Context: an optimization exercise on an open-source flow, tuned for small area and a short achievable clock period. The choices shown serve that exercise and are no tape-out recipe. Only simulation tests tie the RTL to the original design; equivalence was not proved.

### flow/flow/run.sh
#!/bin/bash
# Layout flow: the standard ORFS flow (standard.sh), with
#  - port buffers made from $PORT_BUF instead of the default delay buffer,
#  - after floorplan, cells resized by flow/resize.tcl (flip-flops to a
#    stronger drive, oversized logic gates back to size 1).
# Each tool's output goes to the logs under orfs/logs and to standard.log here.
set -euo pipefail
here=$(pwd)
source "$here/flow/opts.sh"
{
  echo "export BUFFER_PORTS_ARGS = -buffer_cell $PORT_BUF"
  echo "export POST_FLOORPLAN_TCL = $here/flow/resize.tcl"
  echo "export FF_CELL = $FF_CELL"
} >> "$FLOW_CONFIG"
bash standard.sh > standard.log 2>&1
### flow/flow/opts.sh
PORT_BUF=sky130_fd_sc_hd__buf_1
FF_CELL=sky130_fd_sc_hd__dfxtp_2
### flow/flow/resize.tcl
# Resize cells after floorplan: flip-flops to $FF_CELL, and the
# "_2" sizes that synthesis picked for single logic gates back to "_1".
set n_ff 0
set n_dn 0
foreach inst [[ord::get_db_block] getInsts] {
  set m [[$inst getMaster] getName]
  set name [$inst getName]
  if {$m eq "sky130_fd_sc_hd__dfxtp_1" && $m ne $::env(FF_CELL)} {
    replace_cell [get_cells $name] [get_lib_cells $::env(FF_CELL)]
    incr n_ff
  } elseif {[regexp {^(sky130_fd_sc_hd__(o41ai|o31ai|a31oi|nor4bb|o21ai|a21oi|nand2|nor2|xnor2|xor2))_2$} $m -> base]} {
    replace_cell [get_cells $name] [get_lib_cells ${base}_1]
    incr n_dn
  }
}
puts "resize.tcl: $n_ff flip-flops to $::env(FF_CELL), $n_dn gates to size 1"
### flow/standard.sh
#!/bin/bash
# synth_recipe.tcl (not shown) runs the flow's synth.tcl, then flattens the netlist and writes it again
# the make line also repeats each setting of config.mk as NAME=value (left out here)
make -C /OpenROAD-flow-scripts/flow DESIGN_CONFIG=/design/flow/config.mk WORK_HOME=/design/flow/orfs CLKGATE_MAP_FILE= SYNTH_SCRIPT=/design/flow/synth_recipe.tcl "${@:-finish}"
### flow/config.mk
export PLATFORM = sky130hd
export DESIGN_NAME = top_module
export DESIGN_NICKNAME = top_module
export VERILOG_FILES = /design/flow/design.v
export SDC_FILE = /design/flow/constraint.sdc
export NUM_CORES = 4
export LEC_CHECK = 0
export CAP_MARGIN = 20
export CORE_MARGIN = 2
export CORE_UTILIZATION = 40
export SLEW_MARGIN = 20
export SYNTH_HIERARCHICAL = 1
export SYNTH_MINIMUM_KEEP_SIZE = 0
export BUFFER_PORTS_ARGS = -buffer_cell sky130_fd_sc_hd__buf_1
export POST_FLOORPLAN_TCL = /design/flow/flow/resize.tcl
export FF_CELL = sky130_fd_sc_hd__dfxtp_2
### flow/constraint.sdc
create_clock -name core_clock -period 5.0 [get_ports {clk}]
set_input_delay 1.0000 -clock core_clock [delete_from_list [all_inputs] [get_ports {clk}]]
set_output_delay 1.0000 -clock core_clock [all_outputs]
set_load 0.01 [all_outputs]
### flow/design.v
module lf_fa(input a, input b, input c, output s, output co);
    assign s  = a ^ b ^ c;
    assign co = (a & b) | (a & c) | (b & c);
endmodule
module lf_next(input z0, input z1, input x0, input d, input self,
               input load, input data, output n);
    wire c0 = x0 ^ d;
    wire y  = x0 & d;
    assign n = load ? data : (~z1 & (z0 ^ y) & (c0 | self));
endmodule
module top_module(
    input clk,
    input load,
    input [255:0] data,
    output reg [255:0] q );
    wire [255:0] v0, v1, nxt;
    genvar i, j;
    generate
        for (i = 0; i < 16; i = i + 1) begin : row
            for (j = 0; j < 16; j = j + 1) begin : col
                lf_fa uv (.a(q[((i+15)%16)*16+j]), .b(q[i*16+j]), .c(q[((i+1)%16)*16+j]),
                          .s(v0[i*16+j]), .co(v1[i*16+j]));
            end
            for (j = 0; j < 16; j = j + 1) begin : cl
                localparam M = i*16+j;
                localparam L = i*16+((j+15)%16);
                localparam R = i*16+((j+1)%16);
                wire x0, x1, z0, z1;
                lf_fa ux (.a(v0[L]), .b(v0[R]), .c(q[((i+15)%16)*16+j]), .s(x0), .co(x1));
                lf_fa uz (.a(v1[L]), .b(v1[R]), .c(x1), .s(z0), .co(z1));
                lf_next un (.z0(z0), .z1(z1), .x0(x0), .d(q[((i+1)%16)*16+j]), .self(q[M]),
                            .load(load), .data(data[M]), .n(nxt[M]));
            end
        end
    endgenerate
    always @(posedge clk)
        q <= nxt;
endmodule
==> flow_metrics.py, run 1 <==
metrics = {
    "worst_hold_path": {
        "hold_end": "q[170]",
        "worstHoldPathCells": 2,
        "min_from": "q[170]",
        "hold_class": "reg -> reg",
    },
    "timing": {
        "rsz0062_at_grt": "false",
        "fin_ws_ps": 2399,
        "finalSetupTns_ps": 0,
        "slew_headroom_pct": 35.90,
        "fin_skew_ps": 22.12,
        "worstMarginPinSlew_ps": 961.5,
        "setup_violations": 0,
        "finalWorstPathRequiredPeriod_ps": 2601,
        "slew_viol_final": 0,
        "fmax_mhz": 384.4,
        "hold_violations": 0,
        "timing.hold.ws_ps": 590.3,
        "period_share_pct": 52.03,
    },
    "layout": {
        "area_delta_synth_final_pct": 9.324,
        "layout_common_cells": "768 x fa_1, 512 x buf_1",
        "largest_reg_flops": 256,
        "final_common_cell": "fa_1",
        "largest-register": "q",
        "drive_gt1_share_pct": 11.13,
        "final_cells": 3946,
        "largestRegisters": "q: 256 flops",
        "fin_util_pct": 44.25,
        "fin_nets": 4148,
    },
    "floorplan": {
        "die_y_um": 287.0,
        "die_area_um2": 82360,
        "num_rows": 103,
        "die_w_um": 287.0,
        "core-area_um2": 79130,
        "start_util_pct": 40.48,
        "io_pins": 514,
    },
    "synthesis": {
        "synth_nets": 3586,
        "yosys_register_bits": 256,
        "synth.yosys.seq_area_share_pct": 16.00,
        "yosysTopAreaCellShare_pct": 48.00,
        "avgSynthCellArea_um2": 13.90,
        "ys_types": 7,
        "ys_warn_count": 7,
        "synth_area_leaders": "fa_1 48%, dfxtp_1 16%, o41ai_2 13%, ha_1 10%, xnor2_1 7.0%",
        "syn-instance-count": 2304,
        "yosysTopAreaCell": "fa_1",
        "syn_area_um2": 32030,
    },
    "clock_network": {
        "postCtsSetupBuffers": 0,
        "hold_buffers": 0,
        "cts_resized": 0,
        "clock_sinks": 256,
        "clk_pin_slew_ps": 60,
        "cts-root-buf": "clkbuf_16",
        "clock_latency_ps": 560,
        "cts_buffers": 38,
        "cts_tree": "yes",
        "htreeDepth": 2,
        "cts.path.max_buffers": 3,
    },
    "placement": {
        "dp_hpwl_um": 79580,
        "placed_cells": 3876,
        "gp_congestion": 0.8530,
        "port_buffers": 513,
        "place_ws_ps": 2230,
    },
    "global_routing": {
        "grt.overflow.total": 0,
        "busiest_layer": "met2",
        "grt_pass1_vias": 23259,
        "use_met2_pct": 37.74,
        "track_usage_pct": 23.57,
        "grt.met1_usage_pct": 31.51,
        "antenna_found_initial": 6,
        "grtUsageMet3_pct": 4.468,
        "grt_max_degree": 149,
        "grt_pass1_wl_um": 144200,
    },
    "run": {
        "cap_violations": 0,
    },
    "worst_setup_path": {
        "cp-start-kind": "register",
        "crit_required_ps": 5440,
        "critical_path_arrival_ps": 3040,
        "r2r_cells": 5,
        "end_kind": "register",
        "ff2ff_setup_slack_ps": 2400,
        "r2r-end": "q[116]",
        "crit_type": "reg -> reg",
        "r2r-start": "q[115]",
        "worst-path-max-fanout": 7,
    },
    "detailed_routing": {
        "via_count": 20719,
        "wire_per_inst_um": 23.75,
        "first_pass_iters": 5,
        "dr.first_iter.drc_count": 1042,
        "final_antenna_net_count": 0,
        "routed_wl_um": 93730,
        "routed_via_density": 5.251,
        "drc": 0,
    },
    "outcome": {
        "outcome": "timing/DRC/antenna clean",
    },
}
-- worst max-delay path by stage --
stage                 from      to
floorplan            q[31]    q[0]
global placement      load   q[42]
detailed placement    load   q[33]
CTS                 q[131]  q[116]
global route        q[131]  q[116]
finish              q[115]  q[116]
-- area by class of cell --
| class | count | area (µm²) |
|---|---|---|
| Fill cell | 7566 | 44110 |
| Multi-Input combinational cell | 2048 | 24980 |
| Sequential cell | 256 | 5445 |
| Timing Repair Buffer | 522 | 2022 |
| Tap cell | 1050 | 1314 |
| Clock buffer | 56 | 1110 |
| Clock inverter | 10 | 132.6 |
| Antenna cell | 4 | 10.01 |
-- per-module statistics from Yosys (local to each module, per instance) --
module | times used | area (µm²)
lf_next | 256 | 45.04
lf_fa | 768 | 20.02
top_module | 1 | 5125
-- logic make-up after synthesis --
kind of cell,Yosys count,synth area share [%]
xor gates and xnor gates,256,7.000
AOI/OAI and AO/OA,256,13.00
and+or+nand+nor,512,6.000
adders and majority gates,1024,58.00
DFF,256,16.00
-- stage by stage --
step | cell area (µm²)
finish | 35020
global placement | 33760
floorplan | 32030
CTS | 35010
detailed placement | 33760
global route | 35020
-- synthesized netlist by cell type --
cell,n
fa_1,768
dfxtp_1,256
ha_1,256
nand2_1,256
nor2_1,256
o41ai_2,256
xnor2_1,256
-- layer usage --
metal / up-vias / wire (µm)
li1: 9212 / -
met1: 10662 / 39690
met2: 655 / 43900
met3: 186 / 5897
met4: 4 / 4232
met5: - / 23
-- worst max-delay path: stages (launching register included) --
cell and delay [ps]:
dfxtp_2 520, fa_1 560, fa_1 470, fa_1 460, xnor2_1 150, o41ai_1 320
==> inputs of run 2 (changes only) <==
==> flow/flow/opts.sh (replaced) <==
PORT_BUF=sky130_fd_sc_hd__buf_1
FF_CELL=sky130_fd_sc_hd__dfxtp_4
--- a/flow/config.mk
+++ b/flow/config.mk
@@ -8,5 +8,8 @@
 export CAP_MARGIN = 20
 export CORE_MARGIN = 2
-export CORE_UTILIZATION = 40
+export CORE_UTILIZATION = 60
+export CTS_BUF_LIST = sky130_fd_sc_hd__clkbuf_8
+export CTS_CLUSTER_DIAMETER = 60
+export CTS_CLUSTER_SIZE = 30
 export SLEW_MARGIN = 20
 export SYNTH_HIERARCHICAL = 1
@@ -14,3 +17,3 @@
 export BUFFER_PORTS_ARGS = -buffer_cell sky130_fd_sc_hd__buf_1
 export POST_FLOORPLAN_TCL = /design/flow/flow/resize.tcl
-export FF_CELL = sky130_fd_sc_hd__dfxtp_2
+export FF_CELL = sky130_fd_sc_hd__dfxtp_4
==> run 2 against run 1 <==
- still clean on timing, DRC and antenna
- worst hold slack got worse by 43 ps
- final area fell by 0.75%
- first-iteration DRC count rose by 14%
- sequential cell count did not move
- wire length fell by 1.3%
- critical endpoint is now q[136]
- largest cell class unchanged
- highest routed layer unchanged
==> flow_metrics.py, run 2 <==
metrics = {
    "outcome": {
        "outcome": "timing/DRC/antenna clean",
    },
    "synthesis": {
        "yosysMostFrequentCell": "fa_1",
        "syn-instance-count": 2304,
        "synthArstFlopShare_pct": 0,
        "yosysTopAreaCellShare_pct": 48.00,
        "yosys.area_share.simple_pct": 6.000,
        "yosysTopAreaCell": "fa_1",
        "synth_flop_cell": "dfxtp_1",
        "synth_edf_count": 0,
        "ys_types": 7,
        "avgSynthCellArea_um2": 13.90,
        "synth.yosys.seq_area_share_pct": 16.00,
        "synth_area_leaders": "fa_1 48%, dfxtp_1 16%, o41ai_2 13%, ha_1 10%, xnor2_1 7.0%",
        "yosys_register_bits": 256,
        "synth_top_family_by_area": "adder cells",
        "synth_nets": 3586,
        "ys_warn_count": 7,
        "synthAdderAreaFrac_pct": 58.00,
        "syn_area_um2": 32030,
        "synth_compound_area_share_pct": 13.00,
        "synth_xor_area_share_pct": 7.000,
        "synthMuxAreaShare_pct": 0,
    },
    "run": {
        "cap_violations": 0,
    },
    "clock_network": {
        "cts_resized": 0,
        "cts_tree": "yes",
        "htreeDepth": 2,
        "clock_latency_ps": 630,
        "clk_pin_slew_ps": 70,
        "cts.path.max_buffers": 3,
        "cts_buffers": 40,
        "hold_buffers": 0,
        "postCtsSetupBuffers": 0,
        "clock_sinks": 256,
        "cts-root-buf": "clkbuf_8",
    },
    "layout": {
        "area_delta_synth_final_pct": 8.508,
        "multiInputGateArea_um2": 24980,
        "largest_reg_flops": 256,
        "fin_nets": 4148,
        "largest-register": "q",
        "regArea_um2": 6086,
        "largestRegisters": "q: 256 flops",
        "final_common_cell": "fa_1",
        "layout_common_cells": "768 x fa_1, 512 x buf_1",
        "drive_gt1_share_pct": 10.96,
        "nFillCells": 4115,
    },
    "worst_setup_path": {
        "cp-startpoint": "q[119]",
        "path_delay_family": "adder cells",
        "crit_required_ps": 5500,
        "crit_slowest_cell": "fa_1",
        "critical_path_arrival_ps": 3030,
        "r2r_cells": 5,
        "crit_type": "reg -> reg",
        "crit_buf_inv": 0,
        "cp_slowest_stage_delay_ps": 590,
        "r2r-end": "q[136]",
        "r2r-start": "q[119]",
        "ff2ff_setup_slack_ps": 2470,
        "worst-path-max-fanout": 7,
        "crit_chain": "fa_1 > fa_1 > fa_1 > xnor2_1 > o41ai_1",
        "crit_top_cell": "fa_1",
        "cp-start-kind": "register",
        "end_kind": "register",
    },
    "floorplan": {
        "die_w_um": 235.1,
        "num_rows": 84,
        "die_y_um": 235.1,
        "core-area_um2": 52660,
        "io_pins": 514,
        "die_area_um2": 55250,
        "start_util_pct": 60.83,
    },
    "global_routing": {
        "track_usage_pct": 34.96,
        "grt_pass1_vias": 23669,
        "antenna_found_initial": 24,
        "grt_max_degree": 145,
        "grt.overflow.total": 0,
        "grt_pass1_wl_um": 144600,
    },
    "timing": {
        "rsz0062_at_grt": "false",
        "worstMarginPinSlew_ps": 822.0,
        "period_share_pct": 50.65,
        "finalSetupTns_ps": 0,
        "fmax_mhz": 394.9,
        "fin_skew_ps": 23.07,
        "finalWorstPathRequiredPeriod_ps": 2532,
        "setup_violations": 0,
        "slew_headroom_pct": 45.20,
        "hold_violations": 0,
        "slew_viol_final": 0,
    },
    "worst_hold_path": {
        "min_from": "data[48]",
        "hold_end": "q[48]",
        "worstHoldPathCells": 3,
        "hold_class": "in -> reg",
    },
    "detailed_routing": {
        "via_count": 21411,
        "routed_via_density": 5.959,
        "wire_per_inst_um": 25.74,
        "wl_met1_um": 37850,
        "dr_wl_met3_um": 6622,
        "routed_wl_um": 92480,
        "top_layer": "met5",
        "met2WireLength_um": 44040,
        "final_antenna_net_count": 0,
        "drc": 0,
        "first_pass_iters": 5,
        "dr.first_iter.drc_count": 1186,
    },
    "placement": {
        "port_buffers": 513,
        "dp_hpwl_um": 78280,
        "gp_congestion": 0.9330,
    },
}
## run 2: cell count changes in the layout (fill, tap and decap cells not counted), moves of 7 or more
cell / delta
clkinv_1: +8
clkbuf_8: +34
clkbuf_1: -10
dfxtp_4: +256
clkbuf_16: -39
diode_2: +9
inv_1: +7
dfxtp_2: -256
## run 2: worst max-delay path by stage
stage / endpoint / depth (start not counted)
6_report: q[136] / 5
5_1_grt: q[213] / 5
4_1_cts: q[70] / 5
3_5_place_dp: q[70] / 4
3_3_place_gp: q[8] / 4
2_1_floorplan: q[0] / 5
## run 2: logic make-up (layout without fill, tap and decap cells)
kind of cell,count (synthesis),in the layout
fa+ha+maj,1024,1024
other cells,0,13
compound gates,256,256
simple gates,512,512
xor+xnor,256,256
buf+inv,0,588
flops,256,256
## run 2: per-module statistics from Yosys, one instance, submodules excluded
module	copies in the design	flip-flops and latches	area [µm²]
top_module	1	256	5125
lf_next	256	0	45.04
lf_fa	768	0	20.02
## run 2: layout make-up
class / count / share of cell area, %
clock buffers: 41 / 1.624
multi-input cells: 2048 / 71.88
well taps: 688 / 2.477
diodes: 13 / 0.09360
repair buffers: 520 / 5.774
clock inverters: 27 / 0.6372
flip-flops and latches: 256 / 17.51
## run 2: through the flow
stage,worst slack [ps],hold WS (ps),cells,instance area [µm²],utilization (%)
6_report,2468,547.2,3593,34760,66.01
5_1_grt,2323,522.4,3592,34750,66.00
4_1_cts,2460,497.6,3580,34720,65.94
3_5_place_dp,2312,569.9,3512,33940,64.45
3_3_place_gp,2415,554.5,3512,33940,64.45
2_1_floorplan,2580,665.2,2304,32030,-
## run 2: layer usage
metal,global-route usage [%],vias to the layer above
li1,-,9248
met1,47.51,11226
met2,55.27,720
met3,7.695,195
met4,13.73,22
met5,0,-
## run 2: worst register-to-register path, cell delays in order, from the launching register on
cell	delay (ps)
dfxtp_4	400
fa_1	590
fa_1	470
fa_1	460
xnor2_1	140
o41ai_1	350
==> inputs of run 3 (changes only) <==
--- a/flow/config.mk
+++ b/flow/config.mk
@@ -8,8 +8,6 @@
 export CAP_MARGIN = 20
 export CORE_MARGIN = 2
-export CORE_UTILIZATION = 60
-export CTS_BUF_LIST = sky130_fd_sc_hd__clkbuf_8
-export CTS_CLUSTER_DIAMETER = 60
-export CTS_CLUSTER_SIZE = 30
+export CORE_UTILIZATION = 70
+export CTS_BUF_LIST = sky130_fd_sc_hd__clkbuf_4 sky130_fd_sc_hd__clkbuf_8
 export SLEW_MARGIN = 20
 export SYNTH_HIERARCHICAL = 1
==> run 3 against run 2 <==
- sequential cell count unchanged
- count of clock-buffer cells in the layout grew 31
- final area barely moved
- worst hold slack worse by 13 ps
- sequential share of layout area is essentially flat
- global-route usage increased by 5.6 points
- area after synthesis did not move
- wire length shrank 1.0%
- clock skew grew 4.4 ps
- maximum frequency fell by 1.8%
- die area fell by 14%
==> flow_metrics.py, run 3 <==
metrics = {
    "clock_network": {
        "cts.path.max_buffers": 3,
        "clk_pin_slew_ps": 70,
        "cts_tree": "yes",
        "htreeDepth": 2,
        "hold_buffers": 0,
        "cts-root-buf": "clkbuf_8",
        "clock_sinks": 256,
        "cts_buffers": 52,
        "postCtsSetupBuffers": 0,
        "cts_resized": 0,
        "clock_latency_ps": 660,
    },
    "synthesis": {
        "synth_area_leaders": "fa_1 48%, dfxtp_1 16%, o41ai_2 13%, ha_1 10%, xnor2_1 7.0%",
        "avgSynthCellArea_um2": 13.90,
        "synth.yosys.seq_area_share_pct": 16.00,
        "yosys_register_bits": 256,
        "synth_nets": 3586,
        "yosysMostFrequentCell": "fa_1",
        "yosysTopAreaCellShare_pct": 48.00,
        "synthArstFlopShare_pct": 0,
        "syn-instance-count": 2304,
        "yosysTopAreaCell": "fa_1",
        "synth_edf_count": 0,
        "synth_flop_cell": "dfxtp_1",
        "syn_area_um2": 32030,
        "ys_types": 7,
        "ys_warn_count": 7,
    },
    "worst_setup_path": {
        "cp-start-kind": "register",
        "ff2ff_setup_slack_ps": 2420,
        "crit_type": "reg -> reg",
        "r2r-start": "q[202]",
        "worst-path-max-fanout": 7,
        "end_kind": "register",
        "r2r-end": "q[219]",
        "critical_path_arrival_ps": 3090,
        "crit_required_ps": 5510,
        "r2r_cells": 5,
    },
    "detailed_routing": {
        "final_antenna_net_count": 0,
        "via_count": 22149,
        "first_pass_iters": 5,
        "wire_per_inst_um": 25.98,
        "routed_wl_um": 91520,
        "dr.first_iter.drc_count": 1666,
        "drc": 0,
        "routed_via_density": 6.289,
    },
    "floorplan": {
        "start_util_pct": 70.73,
        "num_rows": 78,
        "die_w_um": 217.9,
        "die_y_um": 217.9,
        "die_area_um2": 47480,
        "core-area_um2": 45280,
        "io_pins": 514,
    },
    "layout": {
        "largestRegisters": "q: 256 flops",
        "multiInputGateArea_um2": 24980,
        "nFillCells": 3069,
        "drive_gt1_share_pct": 11.57,
        "largest-register": "q",
        "area_delta_synth_final_pct": 8.598,
        "final_common_cell": "fa_1",
        "regArea_um2": 6086,
        "layout_common_cells": "768 x fa_1, 512 x buf_1",
        "fin_nets": 4159,
        "largest_reg_flops": 256,
    },
    "worst_hold_path": {
        "hold_end": "q[47]",
        "hold_class": "in -> reg",
        "min_from": "data[47]",
        "worstHoldPathCells": 3,
    },
    "timing": {
        "hold_violations": 0,
        "rsz0062_at_grt": "false",
        "fmax_mhz": 387.8,
        "slew_headroom_pct": 32.69,
        "period_share_pct": 51.57,
        "finalSetupTns_ps": 0,
        "slew_viol_final": 0,
        "setup_violations": 0,
        "finalWorstPathRequiredPeriod_ps": 2578,
        "worstMarginPinSlew_ps": 1010,
        "fin_skew_ps": 27.44,
    },
    "placement": {
        "port_buffers": 513,
        "gp_congestion": 0.9525,
        "dp_hpwl_um": 76910,
    },
    "outcome": {
        "outcome": "timing/DRC/antenna clean",
    },
    "global_routing": {
        "grt_max_degree": 139,
        "grt.overflow.total": 0,
        "grt_pass1_vias": 24790,
        "grt_pass1_wl_um": 142700,
        "track_usage_pct": 40.60,
        "antenna_found_initial": 21,
    },
    "run": {
        "cap_violations": 0,
    },
}
run 3: changes by cell type in the layout (fill, tap and decap cells not counted), sizes merged:
cell	change
buf	-1
bufinv	-4
clkbuf	+31
clkinv	-5
clkinvlp	-2
diode	+5
inv	-7
run 3: critical path, stage by stage (launching register included):
cell     delay (ps)
dfxtp_4         390
fa_1            570
fa_1            470
fa_1            480
xnor2_1         150
o41ai_1         380
run 3: layout make-up:
type / instances / share of cell area [%]
antenna: 18 / 0.1295
tap: 600 / 2.158
clock buffer: 72 / 2.507
clock inverter: 9 / 0.1007
multi-input combinational: 2048 / 71.82
sequential: 256 / 17.50
timing repair buffer: 519 / 5.784
run 3: how the worst max path moves through the flow:
stage                       from  endpoint  slack, ps  cells past startpoint
final                     q[202]    q[219]       2420                      5
after floorplan            q[31]      q[0]       2580                      5
after CTS                 q[202]    q[219]       2430                      5
after global routing      q[192]    q[209]       2350                      5
after global placement      load    q[233]       2280                      4
after detailed placement    load    q[215]       2190                      4
run 3: metal layers:
metal	wire (µm)	up-vias	global-route usage (%)	share of wire (%)
met5	55	-	0	0.060
met4	4551	10	18.62	5.0
met3	7588	240	8.954	8.3
met2	44350	1017	65.53	48
met1	34970	11605	53.05	38
li1	-	9277	-	-
run 3: Yosys stat by module, one instance, submodules excluded:
module | cells | times used | area [µm²] | flip-flops and latches
lf_fa | 1 | 768 | 20.02 | 0
lf_next | 5 | 256 | 45.04 | 0
top_module | 256 | 1 | 5125 | 256
run 3: metrics by stage:
step	std cells	worst slack [ps]	hold WS (ps)	area, µm²	utilization (%)
4_1_cts	3504	2429	489.5	34740	76.72
3_3_place_gp	3423	2281	553.0	33830	74.71
5_1_grt	3517	2347	516.3	34770	76.79
3_5_place_dp	3423	2187	572.0	33830	74.71
2_1_floorplan	2304	2580	665.2	32030	-
6_report	3522	2422	533.8	34780	76.82
run 3: cell families (layout without fill, tap and decap cells):
logic type,Yosys count,after routing,synth area share [%]
compound gates,256,256,13.00
xor+xnor,256,256,7.000
fa+ha+maj,1024,1024,58.00
buf+inv,0,600,0
flops,256,256,16.00
other cells,0,18,0
simple gates,512,512,6.000
==> inputs of run 4 (changes only) <==
==> flow/design.v (replaced) <==
module lf_fa(input a, input b, input c, output s, output co);
    assign s  = a ^ b ^ c;
    assign co = (a & b) | (a & c) | (b & c);
endmodule
module lf_inv(input a, output y);
    assign y = ~a;
endmodule
module lf_o21ai(input a1, input a2, input b1, output y);
    assign y = ~((a1 | a2) & b1);
endmodule
module lf_a21oi(input a1, input a2, input b1, output y);
    assign y = ~((a1 & a2) | b1);
endmodule
module lf_a31oi(input a1, input a2, input a3, input b1, output y);
    assign y = ~((a1 & a2 & a3) | b1);
endmodule
module lf_a21o(input a1, input a2, input b1, output y);
    assign y = (a1 & a2) | b1;
endmodule
module lf_nand2(input a, input b, output y);
    assign y = ~(a & b);
endmodule
module lf_dec(input s0, input k, input t0, input t1, input self,
              input load, input data, output n);
    wire sn, a, b, c, e, h, dl;
    lf_inv    g1 (.a(s0), .y(sn));
    lf_o21ai  g2 (.a1(k), .a2(t0), .b1(t1), .y(a));            
    lf_a21oi  g3 (.a1(k), .a2(t0), .b1(t1), .y(b));            
    lf_a31oi  g4 (.a1(self), .a2(sn), .a3(a), .b1(b), .y(c));   
    lf_o21ai  g5 (.a1(k), .a2(t0), .b1(s0), .y(e));            
    lf_a21o   g6 (.a1(b), .a2(e), .b1(load), .y(h));           
    lf_nand2  g7 (.a(data), .b(load), .y(dl));
    lf_o21ai  g8 (.a1(c), .a2(h), .b1(dl), .y(n));
endmodule
module top_module(
    input clk,
    input load,
    input [255:0] data,
    output reg [255:0] q );
    wire [255:0] v0, v1, nxt;
    genvar i, j;
    generate
        for (i = 0; i < 16; i = i + 1) begin : row
            for (j = 0; j < 16; j = j + 1) begin : col
                lf_fa uv (.a(q[((i+15)%16)*16+j]), .b(q[i*16+j]), .c(q[((i+1)%16)*16+j]),
                          .s(v0[i*16+j]), .co(v1[i*16+j]));
            end
            for (j = 0; j < 16; j = j + 1) begin : cl
                localparam M = i*16+j;
                localparam L = i*16+((j+15)%16);
                localparam R = i*16+((j+1)%16);
                wire s0, k, t0, t1;
                lf_fa ul (.a(v0[L]), .b(v0[M]), .c(v0[R]), .s(s0), .co(k));
                lf_fa uh (.a(v1[L]), .b(v1[M]), .c(v1[R]), .s(t0), .co(t1));
                lf_dec ud (.s0(s0), .k(k), .t0(t0), .t1(t1), .self(q[M]),
                           .load(load), .data(data[M]), .n(nxt[M]));
            end
        end
    endgenerate
    always @(posedge clk)
        q <= nxt;
endmodule
--- a/flow/config.mk
+++ b/flow/config.mk
@@ -8,6 +8,5 @@
 export CAP_MARGIN = 20
 export CORE_MARGIN = 2
-export CORE_UTILIZATION = 70
-export CTS_BUF_LIST = sky130_fd_sc_hd__clkbuf_4 sky130_fd_sc_hd__clkbuf_8
+export CORE_UTILIZATION = 40
 export SLEW_MARGIN = 20
 export SYNTH_HIERARCHICAL = 1
==> run 4 against run 3 <==
- still clean on timing, DRC and antenna
- global-route usage fell by 16 points
- clock skew fell by 2.1 ps
- synthesized cell count grew 33%
- worst hold slack improved by 82 ps
- register-to-register slack better by 520 ps
- first-iteration DRC count is 15% higher
- final cell count up 34%
==> flow_metrics.py, run 4 <==
metrics = {
    "outcome": {
        "outcome": "timing/DRC/antenna clean",
    },
    "global_routing": {
        "busiest_layer": "met2",
        "grt.overflow.total": 0,
        "track_usage_pct": 24.73,
        "grtUsageMet3_pct": 5.143,
        "antenna_found_initial": 6,
        "grt_pass1_vias": 26152,
        "use_met2_pct": 40.22,
        "grt_max_degree": 153,
        "grt_pass1_wl_um": 154800,
        "grt.met1_usage_pct": 33.43,
    },
    "detailed_routing": {
        "final_antenna_net_count": 0,
        "dr.first_iter.drc_count": 1921,
        "routed_via_density": 5.537,
        "via_count": 26116,
        "first_pass_iters": 5,
        "wire_per_inst_um": 21.34,
        "routed_wl_um": 100700,
        "drc": 0,
    },
    "timing": {
        "hold_violations": 0,
        "fin_skew_ps": 25.36,
        "worstMarginPinSlew_ps": 852.9,
        "slew_headroom_pct": 43.14,
        "rsz0062_at_grt": "false",
        "finalWorstPathRequiredPeriod_ps": 2249,
        "fmax_mhz": 444.6,
        "period_share_pct": 44.98,
        "setup_violations": 0,
        "finalSetupTns_ps": 0,
        "fin_ws_ps": 2751,
        "slew_viol_final": 0,
    },
    "run": {
        "cap_violations": 0,
    },
    "placement": {
        "placed_cells": 4641,
        "port_buffers": 513,
        "place_ws_ps": 2438,
        "dp_hpwl_um": 84520,
        "placed_area_um2": 35360,
        "gp_congestion": 0.8966,
    },
    "clock_network": {
        "cts-root-buf": "clkbuf_16",
        "cts_resized": 0,
        "clk_pin_slew_ps": 60,
        "postCtsSetupBuffers": 0,
        "cts_buffers": 39,
        "clock_sinks": 256,
        "cts.path.max_buffers": 3,
        "hold_buffers": 0,
        "clock_latency_ps": 580,
        "htreeDepth": 2,
        "cts_tree": "yes",
    },
    "worst_setup_path": {
        "crit_type": "reg -> out",
        "r2r-start": "q[135]",
        "worst-path-max-fanout": 5,
        "crit_required_ps": 4000,
        "crit_buf_inv": 1,
        "cp_slowest_stage_delay_ps": 410,
        "cp-startpoint": "q[20]",
        "critical_path_arrival_ps": 1250,
        "cp-start-kind": "register",
        "path_delay_family": "flip-flops",
        "end_kind": "output pin",
        "crit_slowest_cell": "dfxtp_4",
        "crit_chain": "buf_1",
    },
    "layout": {
        "regArea_um2": 6086,
        "fin_nets": 4658,
        "drive_gt1_share_pct": 8.518,
        "largest-register": "q",
        "nFillCells": 7595,
        "layout_common_cells": "768 x o21ai_1, 768 x fa_1, 512 x buf_1",
        "final_area_um2": 36570,
        "final_cells": 4717,
        "multiInputGateArea_um2": 24980,
        "largest_reg_flops": 256,
        "largestRegisters": "q: 256 flops",
        "area_delta_synth_final_pct": 14.16,
    },
    "synthesis": {
        "ys_types": 8,
        "yosysTopAreaCell": "fa_1",
        "syn_area_um2": 32030,
        "synth_edf_count": 0,
        "synth_area_leaders": "fa_1 48%, dfxtp_1 16%, o21ai_1 12%, a21oi_2 7.0%, a21o_1 6.0%",
        "synth_nets": 4098,
        "yosysTopAreaCellShare_pct": 48.00,
        "yosys_register_bits": 256,
        "avgSynthCellArea_um2": 10.43,
        "syn-instance-count": 3072,
        "ys_warn_count": 7,
        "synth_flop_cell": "dfxtp_1",
        "synthArstFlopShare_pct": 0,
        "synth.yosys.seq_area_share_pct": 16.00,
        "synth_common_cells": "768 x fa_1, 768 x o21ai_1",
    },
    "floorplan": {
        "start_util_pct": 40.48,
        "core-area_um2": 79130,
        "die_area_um2": 82360,
        "die_y_um": 287.0,
        "io_pins": 514,
        "num_rows": 103,
        "die_w_um": 287.0,
    },
    "worst_hold_path": {
        "hold_class": "in -> reg",
        "min_from": "data[29]",
    },
}
## run 4: logic make-up after synthesis
family	synth area share [%]
buffers and inverters	3.000
AND/OR/NAND/NOR	3.000
AO/OA/AOI/OAI	30.00
adder cells (fa/ha/maj)	48.00
flip-flops	16.00
## run 4: cell type report
type                    instances  share of cell area [%]
repair buffers                519                   5.502
flip-flops and latches        256                   16.64
clock inverters                21                  0.4859
clock buffers                  51                   2.792
multi-input cells            2560                   68.33
inverters                     256                   2.628
diodes                          4                 0.02737
well taps                    1050                   3.593
## run 4: modules after synthesis, one instance, submodules excluded, a selection
module      copies in the design  area [µm²]  cells
top_module                     1        5125    256
lf_fa                        768       20.02      1
lf_a21oi                     256       8.758      1
lf_a21o                      256       7.507      1
lf_a31oi                     256       6.256      1
lf_o21ai                     768       5.005      1
lf_inv                       256       3.754      1
lf_nand2                     256       3.754      1
## run 4: path summary, 6_finish.rpt
check                 to  slack (ps)  cells after the start
setup / recovery   q[20]        2750                      1
hold / removal     q[29]         620                      3
setup reg to reg  q[152]        2940                      5
hold reg to reg   q[136]         630                      2
## run 4: per-layer routing
metal | up-vias | wire length [µm]
met2 | 952 | 47880
met5 | - | 22
met3 | 140 | 7786
met1 | 12856 | 42220
met4 | 4 | 2747
li1 | 12164 | -
## run 4: through the flow
stage	hold slack [ps]	utilization (%)
3_5_place_dp	613.6	44.68
5_1_grt	602.5	46.20
4_1_cts	580.1	46.20
3_3_place_gp	613.5	44.68
2_1_floorplan	671.2	-
6_report	616.2	46.21
==> inputs of run 5 (changes only) <==
==> flow/flow/run.sh (replaced) <==
#!/bin/bash
# Layout flow: the standard ORFS flow (standard.sh), with
#  - port buffers made from $PORT_BUF instead of the default delay buffer,
#  - after floorplan, cells resized by flow/resize.tcl (flip-flops to a
#    stronger drive, oversized logic gates back to size 1),
#  - after global placement, output port buffers resized to $OUT_BUF
#    by flow/post_gp.tcl,
#  - optionally, clock tree synthesis arguments of our own ($CTS_ARGS),
#  - optionally, timing repair limited to the moves in $MOVES.
# Settings are in flow/opts.sh. Each tool's output goes to its log under
# orfs/logs, and make's output to standard.log here.
set -euo pipefail
here=$(pwd)
source "$here/flow/opts.sh"
{
  echo "export BUFFER_PORTS_ARGS = -buffer_cell $PORT_BUF"
  echo "export POST_FLOORPLAN_TCL = $here/flow/resize.tcl"
  echo "export POST_GLOBAL_PLACE_TCL = $here/flow/post_gp.tcl"
  echo "export FF_CELL = $FF_CELL"
  echo "export OUT_BUF = $OUT_BUF"
  if [[ -n "${CTS_ARGS:-}" ]]; then echo "export CTS_ARGS = $CTS_ARGS"; fi
  if [[ -n "${MOVES:-}" ]]; then
    echo "export SETUP_MOVE_SEQUENCE = $MOVES"
    echo "export SKIP_GATE_CLONING = 1"
    echo "export SKIP_LAST_GASP = 1"
  fi
} >> "$FLOW_CONFIG"
bash standard.sh > standard.log 2>&1
==> flow/flow/opts.sh (replaced) <==
PORT_BUF=sky130_fd_sc_hd__buf_1
FF_CELL=sky130_fd_sc_hd__dfxtp_4
OUT_BUF=sky130_fd_sc_hd__buf_2
CTS_ARGS="-sink_clustering_enable -repair_clock_nets -sink_buffer_max_cap_derate 0.05"
==> flow/flow/post_gp.tcl (new file) <==
# After global placement: output port buffers to $OUT_BUF.
set n 0
foreach inst [[ord::get_db_block] getInsts] {
  set m [[$inst getMaster] getName]
  if {$m eq "sky130_fd_sc_hd__buf_1" && [regexp {^output[0-9]+$} [$inst getName]]} {
    replace_cell [get_cells [$inst getName]] [get_lib_cells $::env(OUT_BUF)]
    incr n
  }
}
puts "post_gp.tcl: $n output buffers to $::env(OUT_BUF)"
--- a/flow/config.mk
+++ b/flow/config.mk
@@ -8,5 +8,5 @@
 export CAP_MARGIN = 20
 export CORE_MARGIN = 2
-export CORE_UTILIZATION = 40
+export CORE_UTILIZATION = 60
 export SLEW_MARGIN = 20
 export SYNTH_HIERARCHICAL = 1
@@ -14,3 +14,6 @@
 export BUFFER_PORTS_ARGS = -buffer_cell sky130_fd_sc_hd__buf_1
 export POST_FLOORPLAN_TCL = /design/flow/flow/resize.tcl
+export POST_GLOBAL_PLACE_TCL = /design/flow/flow/post_gp.tcl
 export FF_CELL = sky130_fd_sc_hd__dfxtp_4
+export OUT_BUF = sky130_fd_sc_hd__buf_2
+export CTS_ARGS = -sink_clustering_enable -repair_clock_nets -sink_buffer_max_cap_derate 0.05
==> run 5 against run 4 <==
- final area decreased by 1.2%
- maximum frequency is 10% lower
- count of clock-buffer cells in the layout rose by 28
- critical path depth did not move
- worst hold slack got worse by 300 ps
- wire length rose by 0.74%
- sequential share of layout area rose by 0.20 points
- core utilization increased by 22 points
- final cell count is 7.2% lower
==> flow_metrics.py, run 5 <==
metrics = {
    "layout": {
        "largest-register": "q",
        "layout_common_cells": "768 x o21ai_1, 768 x fa_1",
        "area_delta_synth_final_pct": 12.81,
        "largestRegisters": "q: 256 flops",
        "nFillCells": 4039,
        "fin_nets": 4672,
        "drive_gt1_share_pct": 15.61,
        "largest_reg_flops": 256,
    },
    "detailed_routing": {
        "via_count": 27676,
        "drc": 0,
        "routed_wl_um": 101400,
        "dr.first_iter.drc_count": 2221,
        "routed_via_density": 6.322,
        "wire_per_inst_um": 23.16,
        "final_antenna_net_count": 0,
        "first_pass_iters": 6,
    },
    "clock_network": {
        "cts.path.max_buffers": 3,
        "cts-root-buf": "clkbuf_4",
        "hold_buffers": 0,
        "htreeDepth": 2,
        "clock_sinks": 256,
        "clk_pin_slew_ps": 60,
        "clock_latency_ps": 890,
        "cts_resized": 0,
        "cts_buffers": 54,
        "postCtsSetupBuffers": 0,
        "cts_tree": "yes",
    },
    "floorplan": {
        "die_w_um": 235.1,
        "core-area_um2": 52660,
        "num_rows": 84,
        "start_util_pct": 60.83,
        "io_pins": 514,
        "die_y_um": 235.1,
        "die_area_um2": 55250,
    },
    "worst_setup_path": {
        "crit_type": "reg -> out",
        "path_delay_family": "flip-flops",
        "end_kind": "output pin",
        "crit_chain": "buf_2",
        "crit_required_ps": 4000,
        "cp_slowest_stage_delay_ps": 430,
        "worst-path-max-fanout": 5,
        "ff2ff_setup_slack_ps": 2880,
        "cp-start-kind": "register",
        "crit_buf_inv": 1,
        "crit_slowest_cell": "dfxtp_4",
        "critical_path_arrival_ps": 1500,
    },
    "synthesis": {
        "syn-instance-count": 3072,
        "synth_nets": 4098,
        "yosysTopAreaCell": "fa_1",
        "avgSynthCellArea_um2": 10.43,
        "yosys_register_bits": 256,
        "synth_top_family_by_area": "adder cells",
        "yosysTopAreaCellShare_pct": 48.00,
        "synth_xor_area_share_pct": 0,
        "syn_area_um2": 32030,
        "synthArstFlopShare_pct": 0,
        "synth_edf_count": 0,
        "synth_area_leaders": "fa_1 48%, dfxtp_1 16%, o21ai_1 12%, a21oi_2 7.0%, a21o_1 6.0%",
        "yosys.area_share.simple_pct": 3.000,
        "synth.yosys.seq_area_share_pct": 16.00,
        "synth_compound_area_share_pct": 30.00,
        "ys_warn_count": 7,
        "synthAdderAreaFrac_pct": 48.00,
        "ys_types": 8,
        "synth_common_cells": "768 x fa_1, 768 x o21ai_1",
        "synthMuxAreaShare_pct": 0,
        "synth_flop_cell": "dfxtp_1",
    },
    "timing": {
        "finalWorstPathRequiredPeriod_ps": 2502,
        "setup_violations": 0,
        "hold_violations": 0,
        "period_share_pct": 50.05,
        "slew_headroom_pct": 49.97,
        "rsz0062_at_grt": "false",
        "fin_skew_ps": 24.29,
        "timing.hold.ws_ps": 316.4,
        "fmax_mhz": 399.6,
        "finalSetupTns_ps": 0,
        "worstMarginPinSlew_ps": 750.5,
        "slew_viol_final": 0,
    },
    "run": {
        "cap_violations": 0,
    },
    "global_routing": {
        "grt_pass1_wl_um": 159100,
        "grt_max_degree": 120,
        "antenna_found_initial": 17,
        "grt.overflow.total": 0,
        "grt_pass1_vias": 29215,
        "track_usage_pct": 37.19,
    },
    "outcome": {
        "outcome": "timing/DRC/antenna clean",
    },
    "placement": {
        "port_buffers": 513,
        "dp_hpwl_um": 84700,
    },
    "worst_hold_path": {
        "hold_class": "in -> reg",
    },
}
-- run 5: changes by cell type in the layout (fill, tap and decap cells not counted), moves of 4 or more --
cell | previous run | this run
clkbuf_4 | 1 | 6
buf_1 | 512 | 256
clkinv_2 | 4 | 0
buf_2 | 0 | 256
clkbuf_8 | 0 | 52
clkbuf_16 | 39 | 0
clkbuf_1 | 12 | 22
-- run 5: worst paths after layout --
check / from / endpoint / cells past startpoint
worst max register to register: q[104] / q[121] / 5
worst max-delay path: q[44] / q[44] / 1
worst min-delay path: data[226] / q[226] / 3
worst min register to register: q[63] / q[63] / 2
-- run 5: modules after synthesis, one instance, submodules excluded, a selection --
| module | cell area (µm²) | cells inside | copies in the design | flops+latches |
|---|---|---|---|---|
| top_module | 5125 | 256 | 1 | 256 |
| lf_fa | 20.02 | 1 | 768 | 0 |
| lf_a21oi | 8.758 | 1 | 256 | 0 |
| lf_a21o | 7.507 | 1 | 256 | 0 |
| lf_a31oi | 6.256 | 1 | 256 | 0 |
| lf_o21ai | 5.005 | 1 | 768 | 0 |
| lf_inv | 3.754 | 1 | 256 | 0 |
| lf_nand2 | 3.754 | 1 | 256 | 0 |
-- run 5: cells by family after synthesis --
family                     count (synthesis)
adders and majority gates                768
DFF                                      256
AOI/OAI and AO/OA                       1536
and+or+nand+nor                          256
buffers and inverters                    256
-- run 5: final cells by class --
| class | instances | area (µm²) | area share, % |
|---|---|---|---|
| clock inverters | 14 | 52.55 | 0.1454 |
| well taps | 688 | 860.8 | 2.382 |
| multi-input cells | 2560 | 24980 | 69.14 |
| clock buffers | 79 | 835.8 | 2.313 |
| diodes | 7 | 17.52 | 0.04848 |
| flip-flops and latches | 256 | 6086 | 16.84 |
| inverters | 256 | 960.9 | 2.659 |
| repair buffers | 518 | 2337 | 6.468 |
-- run 5: metrics by stage --
stage / area (µm²) / setup WS (ps) / utilization [%] / instances
2_1_floorplan: 32030 / 3044 / - / 3072
3_3_place_gp: 34910 / 2510 / 66.30 / 4278
3_5_place_dp: 35230 / 2466 / 66.90 / 4278
4_1_cts: 36120 / 2421 / 68.59 / 4371
5_1_grt: 36130 / 2422 / 68.62 / 4376
6_report: 36130 / 2498 / 68.62 / 4378
-- run 5: metal layers --
layer	global-route usage (%)	vias up	share of wire, %
li1	-	12194	-
met1	47.38	13874	38
met2	59.86	1292	47
met3	9.316	296	9.1
met4	17.91	20	5.4
met5	0	-	0.11
==> inputs of run 6 (changes only) <==
==> flow/flow/opts.sh (replaced) <==
PORT_BUF=sky130_fd_sc_hd__buf_1
FF_CELL=sky130_fd_sc_hd__dfxtp_4
OUT_BUF=sky130_fd_sc_hd__buf_2
MOVES=sizeup,swap
--- a/flow/config.mk
+++ b/flow/config.mk
@@ -9,4 +9,5 @@
 export CORE_MARGIN = 2
 export CORE_UTILIZATION = 60
+export SETUP_SLACK_MARGIN = 3.0
 export SLEW_MARGIN = 20
 export SYNTH_HIERARCHICAL = 1
@@ -17,3 +18,5 @@
 export FF_CELL = sky130_fd_sc_hd__dfxtp_4
 export OUT_BUF = sky130_fd_sc_hd__buf_2
-export CTS_ARGS = -sink_clustering_enable -repair_clock_nets -sink_buffer_max_cap_derate 0.05
+export SETUP_MOVE_SEQUENCE = sizeup,swap
+export SKIP_GATE_CLONING = 1
+export SKIP_LAST_GASP = 1
==> run 6 against run 5 <==
- final area increased by 9.8%
- largest cell class unchanged
- clock skew decreased by 14 ps
- maximum frequency increased by 16%
- critical path depth unchanged
- count of clock-buffer cells in the layout decreased by 30
- sequential share of layout area decreased by 1.5 points
==> flow_metrics.py, run 6 <==
metrics = {
    "floorplan": {
        "start_util_pct": 60.83,
        "die_area_um2": 55250,
        "die_y_um": 235.1,
        "num_rows": 84,
        "io_pins": 514,
        "core-area_um2": 52660,
        "die_w_um": 235.1,
    },
    "synthesis": {
        "syn-instance-count": 3072,
        "yosysTopAreaCellShare_pct": 48.00,
        "synth_common_cells": "768 x fa_1, 768 x o21ai_1",
        "synthArstFlopShare_pct": 0,
        "yosys_register_bits": 256,
        "yosysTopAreaCell": "fa_1",
        "avgSynthCellArea_um2": 10.43,
        "synth_flop_cell": "dfxtp_1",
        "ys_warn_count": 7,
        "syn_area_um2": 32030,
        "synth_area_leaders": "fa_1 48%, dfxtp_1 16%, o21ai_1 12%, a21oi_2 7.0%, a21o_1 6.0%",
        "synth_nets": 4098,
        "synth_edf_count": 0,
        "ys_types": 8,
        "synth.yosys.seq_area_share_pct": 16.00,
    },
    "timing": {
        "slew_viol_final": 0,
        "finalSetupTns_ps": 0,
        "timing.hold.ws_ps": 633.3,
        "fmax_mhz": 464.0,
        "finalWorstPathRequiredPeriod_ps": 2155,
        "period_share_pct": 43.11,
        "fin_ws_ps": 2845,
        "setup_violations": 0,
        "slew_headroom_pct": 53.17,
        "rsz0062_at_grt": "true",
        "hold_violations": 0,
        "fin_skew_ps": 10.57,
        "worstMarginPinSlew_ps": 702.5,
    },
    "worst_setup_path": {
        "worst-path-max-fanout": 5,
        "end_kind": "output pin",
        "crit_slowest_cell": "dfxtp_4",
        "cp-start-kind": "register",
        "critical_path_arrival_ps": 1160,
        "cp_slowest_stage_delay_ps": 450,
        "path_delay_family": "flip-flops",
        "crit_chain": "buf_6",
        "crit_type": "reg -> out",
        "crit_buf_inv": 1,
        "crit_required_ps": 4000,
    },
    "outcome": {
        "outcome": "timing/DRC/antenna clean",
    },
    "layout": {
        "multiInputGateArea_um2": 26800,
        "final_common_cell": "o21ai_1",
        "nFillCells": 3526,
        "area_delta_synth_final_pct": 23.91,
        "regArea_um2": 6086,
        "drive_gt1_share_pct": 31.31,
        "largest_reg_flops": 256,
        "layout_common_cells": "740 x o21ai_1, 441 x fa_1, 327 x fa_2",
        "fin_nets": 4655,
        "largest-register": "q",
        "largestRegisters": "q: 256 flops",
    },
    "clock_network": {
        "htreeDepth": 2,
        "cts_tree": "yes",
        "cts_buffers": 37,
        "cts.path.max_buffers": 3,
        "clk_pin_slew_ps": 60,
        "postCtsSetupBuffers": 0,
        "clock_latency_ps": 560,
        "hold_buffers": 0,
        "cts-root-buf": "clkbuf_16",
        "clock_sinks": 256,
    },
    "global_routing": {
        "busiest_layer": "met2",
        "grt_max_degree": 120,
        "use_met2_pct": 61.67,
        "grt.overflow.total": 0,
        "grt_pass1_vias": 29835,
        "grtUsageMet3_pct": 9.164,
        "grt.met1_usage_pct": 48.28,
        "grt_pass1_wl_um": 163600,
        "antenna_found_initial": 15,
        "track_usage_pct": 38.28,
    },
    "placement": {
        "place_ws_ps": 2466,
        "port_buffers": 513,
        "dp_hpwl_um": 84700,
    },
    "detailed_routing": {
        "wire_per_inst_um": 24.89,
        "via_count": 28388,
        "routed_via_density": 6.530,
        "first_pass_iters": 5,
        "final_antenna_net_count": 0,
        "drc": 0,
        "dr.first_iter.drc_count": 2304,
        "routed_wl_um": 108200,
    },
    "run": {
        "cap_violations": 0,
    },
    "worst_hold_path": {
        "hold_class": "reg -> reg",
    },
}
==> run 6: cell count changes in the layout (fill, tap and decap cells not counted), moves of 10 or more <==
cell	previous run	this run
fa_1	768	441
fa_2	0	327
buf_2	256	0
buf_6	0	256
a21oi_1	256	39
a21oi_2	0	216
clkbuf_8	52	0
clkbuf_16	0	37
o21ai_1	768	740
o21ai_2	0	28
clkbuf_1	22	12
==> run 6: per-module statistics from Yosys (local to each module, per instance), a selection <==
module,times used,cells
lf_inv,256,1
top_module,1,256
lf_a21o,256,1
lf_o21ai,768,1
lf_nand2,256,1
lf_fa,768,1
lf_a21oi,256,1
lf_a31oi,256,1
==> run 6: cell type report <==
type | count | area share [%]
antenna | 8 | 0.05044
clock buffer | 49 | 2.446
clock inverter | 12 | 0.1261
inverter | 256 | 2.421
multi-input combinational | 2560 | 67.53
sequential | 256 | 15.33
tap | 688 | 2.169
timing repair buffer | 518 | 9.924
==> run 6: metrics by stage <==
| step | util (%) | cell area, µm² | cells |
|---|---|---|---|
| global placement | 66.30 | 34910 | 4278 |
| global route | 75.36 | 39680 | 4344 |
| CTS | 72.89 | 38380 | 4339 |
| floorplan | - | 32030 | 3072 |
| finish | 75.38 | 39690 | 4347 |
| detailed placement | 66.90 | 35230 | 4278 |
==> run 6: repair_timing <==
action	4_1_cts	5_1_grt
endpoints found under the setup margin	448	509
resized for setup	556	383
pin swaps	2	441
==> run 6: cell families (layout without fill, tap and decap cells) <==
group / after synthesis / after routing / synth area share, %
AOI/OAI and AO/OA: 1536 / 1536 / 30.00
adders and majority gates: 768 / 768 / 48.00
DFF: 256 / 256 / 16.00
and+or+nand+nor: 256 / 256 / 3.000
buffers and inverters: 256 / 835 / 3.000
other: 0 / 8 / 0
==> run 6: worst paths after layout <==
path              slack, ps    from  cells past startpoint     end
hold reg to reg         630  q[134]                      2  q[134]
setup / recovery       2840   q[41]                      1   q[41]
setup reg to reg       2890  q[164]                      5  q[181]
hold / removal          630  q[134]                      2  q[134]
==> run 6: metal layers <==
metal	vias up	part of all wire, %
met5	-	0.091
met4	18	6.0
met3	347	8.7
met2	1385	48
met1	14495	37
li1	12143	-
==> inputs of run 7 (changes only) <==
==> flow/flow/opts.sh (replaced) <==
PORT_BUF=sky130_fd_sc_hd__buf_1
FF_CELL=sky130_fd_sc_hd__dfxtp_4
OUT_BUF=sky130_fd_sc_hd__buf_2
--- a/flow/config.mk
+++ b/flow/config.mk
@@ -8,6 +8,5 @@
 export CAP_MARGIN = 20
 export CORE_MARGIN = 2
-export CORE_UTILIZATION = 60
-export SETUP_SLACK_MARGIN = 3.0
+export CORE_UTILIZATION = 75
 export SLEW_MARGIN = 20
 export SYNTH_HIERARCHICAL = 1
@@ -18,5 +17,2 @@
 export FF_CELL = sky130_fd_sc_hd__dfxtp_4
 export OUT_BUF = sky130_fd_sc_hd__buf_2
-export SETUP_MOVE_SEQUENCE = sizeup,swap
-export SKIP_GATE_CLONING = 1
-export SKIP_LAST_GASP = 1
==> run 7 against run 6 <==
- wire length about the same
- via count increased by 6.4%
- die area decreased by 20%
- critical path type is now reg -> reg
==> flow_metrics.py, run 7 <==
metrics = {
    "worst_setup_path": {
        "end_kind": "register",
        "critical_path_arrival_ps": 2680,
        "cp-start-kind": "register",
        "r2r-start": "q[199]",
        "ff2ff_setup_slack_ps": 2770,
        "crit_required_ps": 5450,
        "crit_type": "reg -> reg",
        "worst-path-max-fanout": 5,
        "r2r_cells": 5,
        "r2r-end": "q[216]",
    },
    "synthesis": {
        "yosys_register_bits": 256,
        "yosysTopAreaCellShare_pct": 48.00,
        "synthArstFlopShare_pct": 0,
        "synthAdderAreaFrac_pct": 48.00,
        "synth_flop_cell": "dfxtp_1",
        "synth.yosys.seq_area_share_pct": 16.00,
        "ys_types": 8,
        "yosysTopAreaCell": "fa_1",
        "synth_area_leaders": "fa_1 48%, dfxtp_1 16%, o21ai_1 12%, a21oi_2 7.0%, a21o_1 6.0%",
        "synthMuxAreaShare_pct": 0,
        "synth_compound_area_share_pct": 30.00,
        "synth_xor_area_share_pct": 0,
        "avgSynthCellArea_um2": 10.43,
        "synth_top_family_by_area": "adder cells",
        "yosys.area_share.simple_pct": 3.000,
        "ys_warn_count": 7,
        "synth_edf_count": 0,
        "synth_nets": 4098,
        "syn-instance-count": 3072,
        "syn_area_um2": 32030,
        "synth_common_cells": "768 x fa_1, 768 x o21ai_1",
    },
    "floorplan": {
        "start_util_pct": 76.19,
        "num_rows": 75,
        "die_w_um": 210.7,
        "die_area_um2": 44380,
        "core-area_um2": 42040,
        "io_pins": 514,
        "die_y_um": 210.7,
    },
    "detailed_routing": {
        "final_antenna_net_count": 0,
        "routed_wl_um": 108100,
        "dr_wl_met3_um": 13650,
        "met2WireLength_um": 49280,
        "dr.first_iter.drc_count": 4096,
        "wl_met1_um": 34950,
        "routed_via_density": 7.197,
        "first_pass_iters": 6,
        "wire_per_inst_um": 25.76,
        "drc": 0,
        "via_count": 30204,
        "top_layer": "met5",
    },
    "placement": {
        "placed_cells": 4127,
        "port_buffers": 513,
        "dp_hpwl_um": 85980,
    },
    "worst_hold_path": {
        "hold_class": "in -> reg",
        "hold_end": "q[1]",
        "min_from": "data[1]",
        "worstHoldPathCells": 3,
    },
    "timing": {
        "finalSetupTns_ps": 0,
        "period_share_pct": 44.67,
        "slew_viol_final": 0,
        "fmax_mhz": 447.7,
        "worstMarginPinSlew_ps": 1033,
        "setup_violations": 0,
        "finalWorstPathRequiredPeriod_ps": 2233,
        "slew_headroom_pct": 31.17,
        "rsz0062_at_grt": "false",
        "hold_violations": 0,
        "fin_skew_ps": 10.26,
    },
    "layout": {
        "largest-register": "q",
        "area_delta_synth_final_pct": 12.58,
        "layout_common_cells": "768 x o21ai_1, 768 x fa_1",
        "drive_gt1_share_pct": 15.35,
        "final_cells": 4197,
        "largestRegisters": "q: 256 flops",
        "largest_reg_flops": 256,
        "nFillCells": 2199,
        "fin_util_pct": 85.78,
        "fin_nets": 4652,
    },
    "clock_network": {
        "cts.path.max_buffers": 3,
        "cts_tree": "yes",
        "clock_sinks": 256,
        "cts-root-buf": "clkbuf_16",
        "clk_pin_slew_ps": 60,
        "htreeDepth": 2,
        "cts_resized": 0,
        "cts_buffers": 36,
        "clock_latency_ps": 570,
        "postCtsSetupBuffers": 0,
        "hold_buffers": 0,
    },
    "run": {
        "cap_violations": 0,
    },
    "global_routing": {
        "antenna_found_initial": 13,
        "track_usage_pct": 49.63,
        "grt_pass1_vias": 31580,
        "grt.overflow.total": 0,
        "grt_pass1_wl_um": 167000,
        "grt_max_degree": 189,
    },
    "outcome": {
        "outcome": "timing/DRC/antenna clean",
    },
}
[run 7: kinds of logic (layout without fill, tap and decap cells)]
logic type               Yosys count  after routing
AO/OA/AOI/OAI                   1536           1536
adder cells (fa/ha/maj)          768            768
buffers and inverters            256            832
flip-flops                       256            256
other                              0             10
AND/OR/NAND/NOR                  256            256
[run 7: critical path, stage by stage (launching register included)]
cell,delay [ps]
dfxtp_4,380
fa_1,570
fa_1,580
a21oi_1,310
a21o_1,200
o21ai_1,80
[run 7: modules after synthesis, one instance, submodules excluded, a selection]
module / area (µm²) / cells
lf_o21ai: 5.005 / 1
lf_a21o: 7.507 / 1
lf_a31oi: 6.256 / 1
top_module: 5125 / 256
lf_a21oi: 8.758 / 1
lf_inv: 3.754 / 1
[run 7: worst max path at each step]
stage               startpoint  endpoint  slack, ps  cells past startpoint
floorplan                q[31]      q[0]       3040                      5
global placement          load     q[23]       2830                      4
detailed placement        load    q[252]       2770                      4
CTS                     q[131]    q[131]       2800                      1
global route             q[43]     q[60]       2740                      5
finish                  q[199]    q[216]       2770                      5
[run 7: cell type report]
cell class,count,area [µm²],share of cell area [%]
Antenna cell,10,25.02,0.06939
Timing Repair Buffer,516,2310,6.405
Sequential cell,256,6086,16.88
Tap cell,539,674.4,1.870
Clock inverter,15,65.06,0.1804
Clock buffer,45,955.9,2.651
Inverter,256,960.9,2.665
Multi-Input combinational cell,2560,24980,69.28
[run 7: layer usage]
metal,vias up,track usage [%]
li1,12120,-
met1,14478,59.33
met2,2792,76.90
met3,806,14.59
met4,8,37.45
met5,-,0
[run 7: stage by stage]
step	worst slack [ps]	instance area (µm²)	hold WS [ps]
2_1_floorplan	3044	32030	671.2
3_3_place_gp	2826	34690	592.7
3_5_place_dp	2771	35010	609.8
4_1_cts	2804	36040	623.9
5_1_grt	2736	36050	644.8
6_report	2767	36060	626.2
==> inputs of run 8 (changes only) <==
==> flow/flow/opts.sh (replaced) <==
PORT_BUF=sky130_fd_sc_hd__buf_1
FF_CELL=sky130_fd_sc_hd__dfxtp_2
OUT_BUF=sky130_fd_sc_hd__buf_2
--- a/flow/config.mk
+++ b/flow/config.mk
@@ -8,5 +8,5 @@
 export CAP_MARGIN = 20
 export CORE_MARGIN = 2
-export CORE_UTILIZATION = 75
+export CORE_UTILIZATION = 60
 export SLEW_MARGIN = 20
 export SYNTH_HIERARCHICAL = 1
@@ -15,4 +15,4 @@
 export POST_FLOORPLAN_TCL = /design/flow/flow/resize.tcl
 export POST_GLOBAL_PLACE_TCL = /design/flow/flow/post_gp.tcl
-export FF_CELL = sky130_fd_sc_hd__dfxtp_4
+export FF_CELL = sky130_fd_sc_hd__dfxtp_2
 export OUT_BUF = sky130_fd_sc_hd__buf_2
==> run 8 against run 7 <==
- still clean on timing, DRC and antenna
- worst hold slack got worse by 22 ps
- wire length down 5.5%
==> flow_metrics.py, run 8 <==
metrics = {
    "synthesis": {
        "avgSynthCellArea_um2": 10.43,
        "synth.yosys.seq_area_share_pct": 16.00,
        "synth_edf_count": 0,
        "syn_area_um2": 32030,
        "ys_warn_count": 7,
        "yosys_register_bits": 256,
        "synthArstFlopShare_pct": 0,
        "yosysTopAreaCellShare_pct": 48.00,
        "syn-instance-count": 3072,
        "synth_nets": 4098,
        "synth_flop_cell": "dfxtp_1",
        "yosysTopAreaCell": "fa_1",
        "ys_types": 8,
        "synth_area_leaders": "fa_1 48%, dfxtp_1 16%, o21ai_1 12%, a21oi_2 7.0%, a21o_1 6.0%",
        "synth_common_cells": "768 x fa_1, 768 x o21ai_1",
    },
    "layout": {
        "drive_gt1_share_pct": 15.92,
        "fin_nets": 4661,
        "final_area_um2": 35930,
        "area_delta_synth_final_pct": 12.16,
        "nFillCells": 4142,
        "largest_reg_flops": 256,
        "layout_common_cells": "768 x o21ai_1, 768 x fa_1",
        "largestRegisters": "q: 256 flops",
        "largest-register": "q",
    },
    "global_routing": {
        "antenna_found_initial": 16,
        "grt_pass1_vias": 28634,
        "grt_pass1_wl_um": 158500,
        "grt_max_degree": 112,
        "grt.overflow.total": 0,
        "track_usage_pct": 37.13,
    },
    "floorplan": {
        "die_y_um": 235.1,
        "die_w_um": 235.1,
        "io_pins": 514,
        "num_rows": 84,
        "die_area_um2": 55250,
        "core-area_um2": 52660,
        "start_util_pct": 60.83,
    },
    "timing": {
        "hold_violations": 0,
        "fmax_mhz": 438.2,
        "slew_headroom_pct": 41.54,
        "slew_viol_final": 0,
        "fin_skew_ps": 25.53,
        "rsz0062_at_grt": "false",
        "setup_violations": 0,
        "period_share_pct": 45.64,
        "fin_ws_ps": 2718,
        "finalSetupTns_ps": 0,
        "worstMarginPinSlew_ps": 876.9,
        "finalWorstPathRequiredPeriod_ps": 2282,
    },
    "detailed_routing": {
        "first_pass_iters": 6,
        "drc": 0,
        "dr.first_iter.drc_count": 2331,
        "final_antenna_net_count": 0,
        "via_count": 27673,
        "routed_wl_um": 102200,
        "routed_via_density": 6.343,
        "wire_per_inst_um": 23.43,
    },
    "run": {
        "cap_violations": 0,
    },
    "worst_setup_path": {
        "cp-startpoint": "q[108]",
        "crit_required_ps": 4000,
        "cp.depth": 1,
        "r2r_cells": 5,
        "crit_chain": "buf_2",
        "end_kind": "output pin",
        "crit_type": "reg -> out",
        "path_delay_family": "flip-flops",
        "r2r-start": "q[108]",
        "worst-path-max-fanout": 5,
        "cp_slowest_stage_delay_ps": 500,
        "critical_path_arrival_ps": 1280,
        "crit_buf_inv": 1,
        "crit_slowest_cell": "dfxtp_2",
        "cp-start-kind": "register",
    },
    "clock_network": {
        "cts_buffers": 38,
        "cts.path.max_buffers": 3,
        "postCtsSetupBuffers": 0,
        "clock_latency_ps": 590,
        "hold_buffers": 0,
        "clock_sinks": 256,
        "cts_tree": "yes",
        "cts-root-buf": "clkbuf_16",
        "clk_pin_slew_ps": 60,
        "htreeDepth": 2,
        "cts_resized": 0,
    },
    "outcome": {
        "outcome": "timing/DRC/antenna clean",
    },
    "placement": {
        "place_ws_ps": 2415,
        "port_buffers": 513,
        "dp_hpwl_um": 84970,
        "placed_area_um2": 34610,
    },
    "worst_hold_path": {
        "hold_class": "in -> reg",
        "worstHoldPathCells": 3,
        "min_from": "data[160]",
    },
}
==> run 8: final cells by class <==
class                      instances  area [µm²]  share of cell area, %
clock inverter                     4       20.02                0.05572
clock buffer                      64        1262                  3.514
tap                              688       860.8                  2.396
multi-input combinational       2560       24980                  69.54
antenna                           12       30.03                0.08359
inverter                         256       960.9                  2.675
timing repair buffer             523        2362                  6.575
sequential                       256        5445                  15.16
==> run 8: Yosys stat by module (local to each module, per instance), a selection <==
module	cell area, µm²	cells
lf_a21o	7.507	1
top_module	5125	256
lf_inv	3.754	1
lf_nand2	3.754	1
lf_a21oi	8.758	1
lf_a31oi	6.256	1
lf_o21ai	5.005	1
lf_fa	20.02	1
==> run 8: worst paths after layout <==
kind            end  slack (ps)
max          q[108]        2720
min          q[160]         600
max reg2reg   q[93]        2830
min reg2reg  q[128]         630
==> run 8: cell families (layout without fill, tap and decap cells) <==
family                     after synthesis  in the layout  share of synthesized area (%)
adders and majority gates              768            768                          48.00
other                                    0             12                              0
buffers and inverters                  256            847                          3.000
AOI/OAI and AO/OA                     1536           1536                          30.00
DFF                                    256            256                          16.00
and+or+nand+nor                        256            256                          3.000
==> run 8: layer usage <==
layer / vias up / track usage [%] / wire length [µm]
met3: 253 / 8.435 / 9281
met4: 10 / 18.24 / 5027
met2: 1353 / 59.29 / 48940
met5: - / 0 / 58
met1: 13948 / 48.20 / 38900
li1: 12109 / - / -
==> run 8: metrics by stage <==
step / hold WS [ps] / utilization [%] / std cells
floorplan: 671.2 / - / 3072
global placement: 621.3 / 65.13 / 4283
detailed placement: 625.8 / 65.74 / 4283
CTS: 588.7 / 68.17 / 4351
global route: 621.8 / 68.22 / 4362
finish: 604.0 / 68.23 / 4363

==> separate check: timing with driven ports <==
Ports are ideal in the flow. The routed layouts listed here were re-timed in OpenROAD.
Step 1: set_driving_cell puts a clkbuf_16 on clk and a buf_2 on each other input, an assumption about the parent block.
Step 2, shift: input delay + t, output delay - t, t = (earliest + latest rising clock arrival at the registers) / 2. This alone moves slack from input paths to output paths.
Three values: ideal ports, drivers, drivers and shift; two values: the first two.
run | t (ns) | setup WS [ns] | worst register clock-pin slew, ns
run 1 | 0.618 | 2.399 / 2.399 / 2.135 | 0.06 / 0.06
run 2 | 0.685 | 2.468 / 2.468 / 2.231 | 0.08 / 0.08
run 3 | 0.698 | 2.422 / 2.422 / 2.136 | 0.07 / 0.07
run 4 | 0.633 | 2.751 / 2.686 / 2.371 | 0.06 / 0.06
run 5 | 0.933 | 2.498 / 2.438 / 2.403 | 0.07 / 0.07
run 6 | 0.619 | 2.845 / 2.784 / 2.442 | 0.06 / 0.06
run 7 | 0.624 | 2.767 / 2.727 / 2.645 | 0.06 / 0.06
run 8 | 0.637 | 2.718 / 2.655 / 2.360 | 0.06 / 0.06
After both steps every run listed still meets setup and hold. The setup slack of run 6, which loses most, moves by -0.061 ns with the drivers and by -0.403 ns with both steps.
